From an optimization exercise on the open Yosys and OpenROAD flow, aimed at small area and a short achievable clock period; shortcuts taken in it are not production practice.
At most, simulation tests tie the RTL to the original design; equivalence was not proved.
No activity file was given, so power comes from the tool's default toggle rates.

==> module top_module, before the edit <==
module top_module (
    input wire clk,
    input wire reset,
    input wire signed [15:0] x_in,
    input wire signed [15:0] d_in,
    output wire signed [15:0] y_out
);
    reg [15:0] d0;                  
    reg [15:0] dl [1:15];           
    reg        p1, n1;              
    reg        p16, n16;            
    reg [15:0] rz;
    reg [15:1] rp, rn;
    reg [4:1]  cz, cp, cn;          
    reg [15:0] y;
    reg        ep, en;              
    reg        kp, kn;              
    reg [3:0]  cnt;                 
    reg        v15;                 
    integer i;
    wire [15:0] d15 = v15 ? dl[15] : 16'd0;
    wire        p15 = (|d15) & ~d15[15];
    wire        n15 = d15[15];
    function [15:0] add16(input [15:0] a, input [15:0] b, input ci);
        reg [15:0] p, g, gg, pp;
        integer k, st;
        begin
            p = a ^ b;
            g = a & b;
            gg = g;
            pp = p;
            gg[0] = g[0] | (p[0] & ci);
            for (st = 1; st < 16; st = st * 2)
                for (k = 2 * st - 1; k < 16; k = k + 2 * st) begin
                    gg[k] = gg[k] | (pp[k] & gg[k-st]);
                    pp[k] = pp[k] & pp[k-st];
                end
            for (st = 4; st >= 1; st = st / 2)
                for (k = 3 * st - 1; k < 16; k = k + 2 * st) begin
                    gg[k] = gg[k] | (pp[k] & gg[k-st]);
                    pp[k] = pp[k] & pp[k-st];
                end
            add16 = p ^ {gg[14:0], ci};
        end
    endfunction
    function [4:0] rip(input [3:0] a, input [3:0] b, input ci, input integer n);
        reg [4:0] c;
        integer k;
        begin
            c = 5'd0;
            c[0] = ci;
            for (k = 0; k < n; k = k + 1)
                c[k+1] = (a[k] & b[k]) | (a[k] & c[k]) | (b[k] & c[k]);
            rip = {c[n], (a ^ b ^ c[3:0])};
        end
    endfunction
    function [19:0] acc(input [15:0] r, input [4:1] rc, input [15:0] x,
                        input s);
        reg [15:0] a;
        reg [4:0]  b0, b1, b2, b3, b4;
        begin
            a = x ^ {16{s}};
            b0 = rip({1'b0, r[2:0]}, {1'b0, a[2:0]}, s, 3);
            b1 = rip({1'b0, r[5:3]}, {1'b0, a[5:3]}, rc[1], 3);
            b2 = rip({1'b0, r[8:6]}, {1'b0, a[8:6]}, rc[2], 3);
            b3 = rip({1'b0, r[11:9]}, {1'b0, a[11:9]}, rc[3], 3);
            b4 = rip(r[15:12], a[15:12], rc[4], 4);
            acc = {b3[4], b2[4], b1[4], b0[4],
                   b4[3:0], b3[2:0], b2[2:0], b1[2:0], b0[2:0]};
        end
    endfunction
    wire [15:0] rpf = {rp, rz[0]};
    wire [15:0] rnf = {rn, rz[0]};
    wire [19:0] vp  = acc(rpf, cp, d0, ~p1);
    wire [19:0] vn  = acc(rnf, cn, d0, ~n1);
    wire [19:0] vz  = acc(rz, cz, d0, 1'b1);
    wire [19:0] rpn = acc(vp[15:0], vp[19:16], d15, p16);
    wire [19:0] rnn = acc(vn[15:0], vn[19:16], d15, n16);
    wire [19:0] rzn = acc(vz[15:0], vz[19:16], d15, 1'b0);
    wire [19:0] vk = kp ? vp : (kn ? vn : vz);
    wire [15:0] yn = vk[15:0] + {3'd0, vk[19], 2'd0, vk[18], 2'd0, vk[17], 2'd0, vk[16], 3'd0};
    wire        eneg = add16(d_in, ~y, 1'b1) >> 15;    
    wire        enz  = |(d_in ^ y);                   
    always @(posedge clk or posedge reset) begin
        if (reset) begin
            d0  <= 16'd0;
            p1  <= 1'b0;
            n1  <= 1'b0;
            p16 <= 1'b0;
            n16 <= 1'b0;
            rz  <= 16'd0;
            rp  <= 15'd0;
            rn  <= 15'd0;
            cz  <= 4'd0;
            cp  <= 4'd0;
            cn  <= 4'd0;
            y   <= 16'd0;
            ep  <= 1'b0;
            en  <= 1'b0;
            kp  <= 1'b0;
            kn  <= 1'b0;
            cnt <= 4'd0;
            v15 <= 1'b0;
        end else begin
            d0  <= x_in;
            p1  <= (|d0) & ~d0[15];
            n1  <= d0[15];
            p16 <= p15;
            n16 <= n15;
            rz  <= rzn[15:0];
            rp  <= rpn[15:1];
            rn  <= rnn[15:1];
            cz  <= rzn[19:16];
            cp  <= rpn[19:16];
            cn  <= rnn[19:16];
            y   <= yn;
            ep  <= enz & ~eneg;
            en  <= eneg;
            kp  <= ep;
            kn  <= en;
            if (!v15) cnt <= cnt + 4'd1;
            if (cnt == 4'd14) v15 <= 1'b1;
        end
    end
    always @(posedge clk) begin
        dl[1] <= d0;
        for (i = 2; i < 16; i = i + 1)
            dl[i] <= dl[i-1];
    end
    assign y_out = y;
endmodule
clock: 12.5 ns
lec_check: 0
cap_margin: 20
core_margin: 2
core_utilization: 45
slew_margin: 20
standard.sh (not shown) runs the stock make flow with config.mk's settings and CLKGATE_MAP_FILE= SYNTH_SCRIPT=/design/flow/synth_recipe.tcl, a recipe that flattens the netlist after the stock synthesis.
==> flow/flow/run.sh <==
#!/bin/bash
# The standard ORFS layout (standard.sh: standard synthesis, floorplan,
# placement, CTS, routing), with three changes to how the layout is made:
# - repair_timing aims for setup slack beyond the clock's own (SETUP_SLACK_MARGIN),
#   so the layout is optimised for a shorter achieved period;
# - port buffers are a plain buf_2 instead of the resizer's default pick;
# - CTS: clkbuf_16 root, clkbuf_8 leaf buffers, no dummy loads, clusters of at most
#   20 sinks within 60 um.
# The clock period and constraints (constraint.sdc) are the standard flow's, unchanged.
# make's full output goes to make_standard.log; each ORFS step logs to orfs/logs.
set -euo pipefail
export SETUP_SLACK_MARGIN=9.0
export BUFFER_PORTS_ARGS="-buffer_cell sky130_fd_sc_hd__buf_2"
export CTS_ARGS="-sink_clustering_enable -repair_clock_nets -dont_use_dummy_load -root_buf sky130_fd_sc_hd__clkbuf_16 -buf_list sky130_fd_sc_hd__clkbuf_8 -sink_clustering_size 20 -sink_clustering_max_diameter 60"
bash standard.sh > make_standard.log 2>&1
==> next run, changes <==
--- a/flow/design.v
+++ b/flow/design.v
@@ -22,24 +22,18 @@
     wire        p15 = (|d15) & ~d15[15];
     wire        n15 = d15[15];
-    function [15:0] add16(input [15:0] a, input [15:0] b, input ci);
-        reg [15:0] p, g, gg, pp;
+    function [1:0] eclass(input [15:0] a, input [15:0] b);
+        reg [15:0] lt, eq;
         integer k, st;
         begin
-            p = a ^ b;
-            g = a & b;
-            gg = g;
-            pp = p;
-            gg[0] = g[0] | (p[0] & ci);
+            lt = ~a & b;
+            eq = ~(a ^ b);
+            lt[15] = 1'b0;
+            eq[15] = 1'b1;
             for (st = 1; st < 16; st = st * 2)
                 for (k = 2 * st - 1; k < 16; k = k + 2 * st) begin
-                    gg[k] = gg[k] | (pp[k] & gg[k-st]);
-                    pp[k] = pp[k] & pp[k-st];
+                    lt[k] = lt[k] | (eq[k] & lt[k-st]);
+                    eq[k] = eq[k] & eq[k-st];
                 end
-            for (st = 4; st >= 1; st = st / 2)
-                for (k = 3 * st - 1; k < 16; k = k + 2 * st) begin
-                    gg[k] = gg[k] | (pp[k] & gg[k-st]);
-                    pp[k] = pp[k] & pp[k-st];
-                end
-            add16 = p ^ {gg[14:0], ci};
+            eclass = {a[15] ^ b[15] ^ lt[15], |(a ^ b)};
         end
     endfunction
@@ -80,6 +74,7 @@
     wire [19:0] vk = kp ? vp : (kn ? vn : vz);
     wire [15:0] yn = vk[15:0] + {3'd0, vk[19], 2'd0, vk[18], 2'd0, vk[17], 2'd0, vk[16], 3'd0};
-    wire        eneg = add16(d_in, ~y, 1'b1) >> 15;    
-    wire        enz  = |(d_in ^ y);                   
+    wire [1:0]  ec   = eclass(d_in, y);
+    wire        eneg = ec[1];                         
+    wire        enz  = ec[0];                         
     always @(posedge clk or posedge reset) begin
         if (reset) begin
What happened: The changed run completed without violations; register-to-register slack is about the same; sequential share of layout area is lower by 0.20 points; die area is lower by 0.42%; critical path depth does not change; via count is lower by 1.2%; hold slack degrades by 0.036 ns; worst setup slack degrades by 0.033 ns; fmax is lower by 0.93%; sequential cell count stays the same; design area is higher by 0.35%; synthesized cell count is lower by 0.81%.
For the second run of this note, only the layout was checked, not whether the RTL still works.

* * *

The RTL this note starts from:
==> flow/design.v <==
module top_module (
    input wire clk,
    input wire reset,
    input wire signed [15:0] x_in,
    input wire signed [15:0] d_in,
    output wire signed [15:0] y_out
);
    reg [15:0] d0;                  
    reg [15:0] dl [1:15];           
    reg        p1, n1;              
    reg        p16, n16;            
    reg [15:0] rz;
    reg [15:1] rp, rn;
    reg [15:0] y;
    reg        ep, en;              
    reg        kp, kn;              
    reg [3:0]  cnt;                 
    reg        v15;                 
    integer i;
    wire [15:0] d15 = v15 ? dl[15] : 16'd0;
    wire        p15 = (|d15) & ~d15[15];
    wire        n15 = d15[15];
    function [15:0] add16(input [15:0] a, input [15:0] b, input ci);
        reg [15:0] p, g, gg, pp;
        integer k, st;
        begin
            p = a ^ b;
            g = a & b;
            gg = g;
            pp = p;
            gg[0] = g[0] | (p[0] & ci);
            for (st = 1; st < 16; st = st * 2)
                for (k = 2 * st - 1; k < 16; k = k + 2 * st) begin
                    gg[k] = gg[k] | (pp[k] & gg[k-st]);
                    pp[k] = pp[k] & pp[k-st];
                end
            for (st = 4; st >= 1; st = st / 2)
                for (k = 3 * st - 1; k < 16; k = k + 2 * st) begin
                    gg[k] = gg[k] | (pp[k] & gg[k-st]);
                    pp[k] = pp[k] & pp[k-st];
                end
            add16 = p ^ {gg[14:0], ci};
        end
    endfunction
    function [15:0] upd(input [15:0] r, input [15:0] x0, input [15:0] x15,
                        input s0, input s15);
        reg [15:0] a, b, s, c;
        begin
            a = x0 ^ {16{s0}};
            b = x15 ^ {16{s15}};
            s = r ^ a ^ b;
            c = (r & a) | (r & b) | (a & b);
            upd = s + {c[14:0], s0} + s15;
        end
    endfunction
    wire [15:0] rpf = {rp, rz[0]};
    wire [15:0] rnf = {rn, rz[0]};
    wire [15:0] rpn = upd(rpf, d0, d15, ~p1, p16);
    wire [15:0] rnn = upd(rnf, d0, d15, ~n1, n16);
    wire [15:0] rzn = upd(rz, d0, d15, 1'b1, 1'b0);
    wire [15:0] rk = kp ? rpf : (kn ? rnf : rz);
    wire        m  = kp ? ~p1 : (kn ? ~n1 : 1'b1);
    wire [15:0] yn = rk + (d0 ^ {16{m}}) + m;
    wire        eneg = add16(d_in, ~y, 1'b1) >> 15;    
    wire        enz  = |(d_in ^ y);                   
    always @(posedge clk or posedge reset) begin
        if (reset) begin
            d0  <= 16'd0;
            p1  <= 1'b0;
            n1  <= 1'b0;
            p16 <= 1'b0;
            n16 <= 1'b0;
            rz  <= 16'd0;
            rp  <= 15'd0;
            rn  <= 15'd0;
            y   <= 16'd0;
            ep  <= 1'b0;
            en  <= 1'b0;
            kp  <= 1'b0;
            kn  <= 1'b0;
            cnt <= 4'd0;
            v15 <= 1'b0;
        end else begin
            d0  <= x_in;
            p1  <= (|d0) & ~d0[15];
            n1  <= d0[15];
            p16 <= p15;
            n16 <= n15;
            rz  <= rzn;
            rp  <= rpn[15:1];
            rn  <= rnn[15:1];
            y   <= yn;
            ep  <= enz & ~eneg;
            en  <= eneg;
            kp  <= ep;
            kn  <= en;
            if (!v15) cnt <= cnt + 4'd1;
            if (cnt == 4'd14) v15 <= 1'b1;
        end
    end
    always @(posedge clk) begin
        dl[1] <= d0;
        for (i = 2; i < 16; i = i + 1)
            dl[i] <= dl[i-1];
    end
    assign y_out = y;
endmodule
Settings: LEC_CHECK=0, CAP_MARGIN=20, CORE_MARGIN=2, CORE_UTILIZATION=45, SLEW_MARGIN=20; clock period 12.5 ns.
==> flow/flow/run.sh <==
#!/bin/bash
# Standard ORFS layout (the standard.sh), with two changes to how it is made:
# - repair_timing aims for setup slack beyond the clock's own (SETUP_SLACK_MARGIN),
#   so the layout is optimised for a shorter achieved period;
# - port buffers are a plain buffer cell instead of the resizer's default pick.
# The clock period and constraints are the standard flow's, unchanged.
set -euo pipefail
export SETUP_SLACK_MARGIN=${SETUP_SLACK_MARGIN_OVERRIDE:-9.0}
export BUFFER_PORTS_ARGS="-buffer_cell sky130_fd_sc_hd__buf_2"
export CTS_ARGS="-sink_clustering_enable -repair_clock_nets -dont_use_dummy_load -root_buf sky130_fd_sc_hd__clkbuf_16 -buf_list sky130_fd_sc_hd__clkbuf_8 -sink_clustering_size 16 -sink_clustering_max_diameter 50"
bash standard.sh > make_standard.log 2>&1
Change:
--- a/flow/design.v
+++ b/flow/design.v
@@ -9,10 +9,11 @@
     reg [15:0] dl [1:15];           
     reg        p1, n1;              
     reg        p16, n16;            
     reg [15:0] rz;
     reg [15:1] rp, rn;
+    reg [3:1]  cz, cp, cn;          
     reg [15:0] y;
     reg        ep, en;              
     reg        kp, kn;              
     reg [3:0]  cnt;                 
     reg        v15;                 
@@ -40,29 +41,46 @@
                     pp[k] = pp[k] & pp[k-st];
                 end
             add16 = p ^ {gg[14:0], ci};
         end
     endfunction
-    function [15:0] upd(input [15:0] r, input [15:0] x0, input [15:0] x15,
-                        input s0, input s15);
-        reg [15:0] a, b, s, c;
+    function [4:0] rip4(input [3:0] a, input [3:0] b, input ci);
+        reg [4:0] c;
+        integer k;
+        begin
+            c[0] = ci;
+            for (k = 0; k < 4; k = k + 1)
+                c[k+1] = (a[k] & b[k]) | (a[k] & c[k]) | (b[k] & c[k]);
+            rip4 = {c[4], a ^ b ^ c[3:0]};
+        end
+    endfunction
+    function [18:0] upd(input [15:0] r, input [3:1] rc, input [15:0] x0,
+                        input [15:0] x15, input s0, input s15);
+        reg [15:0] a, b, s, c, c2;
+        reg [4:0]  b0, b1, b2, b3;
         begin
             a = x0 ^ {16{s0}};
             b = x15 ^ {16{s15}};
             s = r ^ a ^ b;
             c = (r & a) | (r & b) | (a & b);
-            upd = s + {c[14:0], s0} + s15;
+            c2 = {c[14:0], s0};
+            b0 = rip4(s[3:0], c2[3:0], s15);
+            b1 = rip4(s[7:4], c2[7:4], rc[1]);
+            b2 = rip4(s[11:8], c2[11:8], rc[2]);
+            b3 = rip4(s[15:12], c2[15:12], rc[3]);
+            upd = {b2[4], b1[4], b0[4], b3[3:0], b2[3:0], b1[3:0], b0[3:0]};
         end
     endfunction
     wire [15:0] rpf = {rp, rz[0]};
     wire [15:0] rnf = {rn, rz[0]};
-    wire [15:0] rpn = upd(rpf, d0, d15, ~p1, p16);
-    wire [15:0] rnn = upd(rnf, d0, d15, ~n1, n16);
-    wire [15:0] rzn = upd(rz, d0, d15, 1'b1, 1'b0);
+    wire [18:0] rpn = upd(rpf, cp, d0, d15, ~p1, p16);
+    wire [18:0] rnn = upd(rnf, cn, d0, d15, ~n1, n16);
+    wire [18:0] rzn = upd(rz, cz, d0, d15, 1'b1, 1'b0);
     wire [15:0] rk = kp ? rpf : (kn ? rnf : rz);
+    wire [3:1]  ck = kp ? cp : (kn ? cn : cz);
     wire        m  = kp ? ~p1 : (kn ? ~n1 : 1'b1);
-    wire [15:0] yn = rk + (d0 ^ {16{m}}) + m;
+    wire [15:0] yn = rk + (d0 ^ {16{m}}) + {3'd0, ck[3], 3'd0, ck[2], 3'd0, ck[1], 4'd0} + m;
     wire        eneg = add16(d_in, ~y, 1'b1) >> 15;    
     wire        enz  = |(d_in ^ y);                   
     always @(posedge clk or posedge reset) begin
         if (reset) begin
             d0  <= 16'd0;
@@ -71,10 +89,13 @@
             p16 <= 1'b0;
             n16 <= 1'b0;
             rz  <= 16'd0;
             rp  <= 15'd0;
             rn  <= 15'd0;
+            cz  <= 3'd0;
+            cp  <= 3'd0;
+            cn  <= 3'd0;
             y   <= 16'd0;
             ep  <= 1'b0;
             en  <= 1'b0;
             kp  <= 1'b0;
             kn  <= 1'b0;
@@ -84,13 +105,16 @@
             d0  <= x_in;
             p1  <= (|d0) & ~d0[15];
             n1  <= d0[15];
             p16 <= p15;
             n16 <= n15;
-            rz  <= rzn;
+            rz  <= rzn[15:0];
             rp  <= rpn[15:1];
             rn  <= rnn[15:1];
+            cz  <= rzn[18:16];
+            cp  <= rpn[18:16];
+            cn  <= rnn[18:16];
             y   <= yn;
             ep  <= enz & ~eneg;
             en  <= eneg;
             kp  <= ep;
             kn  <= en;
- via count shrinks by 17%
- clock power grows by about 2%
- sequential power is about the same
- cell area shrinks by 3.2%
- final cell count shrinks by 12%
- sequential share of layout area grows by 3.3 points
- count of clock-buffer cells in the layout grows by 1
- routed wire length shrinks by 16%
- area after synthesis shrinks by 3.7%
- worst hold slack gets worse by 0.0079 ns
- maximum frequency grows by 0.90%
- non-clock buffer count grows by 10
- register-to-register slack gets better by 0.12 ns

==> re-timing with driven ports <==
Ports are ideal in the flow. The routed layouts listed here were re-timed in OpenROAD.
Step 1 (the two cells are an assumption about what drives the block):
set clk [get_ports {clk}]
set_driving_cell -lib_cell sky130_fd_sc_hd__clkbuf_16 $clk
set_driving_cell -lib_cell sky130_fd_sc_hd__buf_2 [delete_from_list [all_inputs] $clk]
Step 2 also shifts input and output timing later by t, the mid clock arrival at the registers, as if the neighbouring blocks saw the same clock.
a / b / c = ideal / step 1 / step 2; a / b = the first two.
run | t (ns) | setup slack, ns | hold WS [ns] | worst setup path at the end | worst slew at a driven data input, ns
the first run of note 1 | 0.522 | 8.976 / 8.929 / 8.590 | 0.302 / 0.302 / 0.302 | input to register | 0.04
the second run of note 1 | 0.526 | 8.943 / 8.895 / 8.477 | 0.266 / 0.266 / 0.266 | input to register | 0.03
the first run of note 2 | 0.539 | 8.934 / 8.884 / 8.607 | 0.322 / 0.322 / 0.322 | input to register | 0.05
the second run of note 2 | 0.534 | 8.965 / 8.917 / 8.505 | 0.314 / 0.314 / 0.314 | input to register | 0.05
After both steps every run listed still meets setup and hold. For the second run of note 1, which loses most, drivers alone change the setup slack by -0.048 ns; drivers and shift together by -0.466 ns.
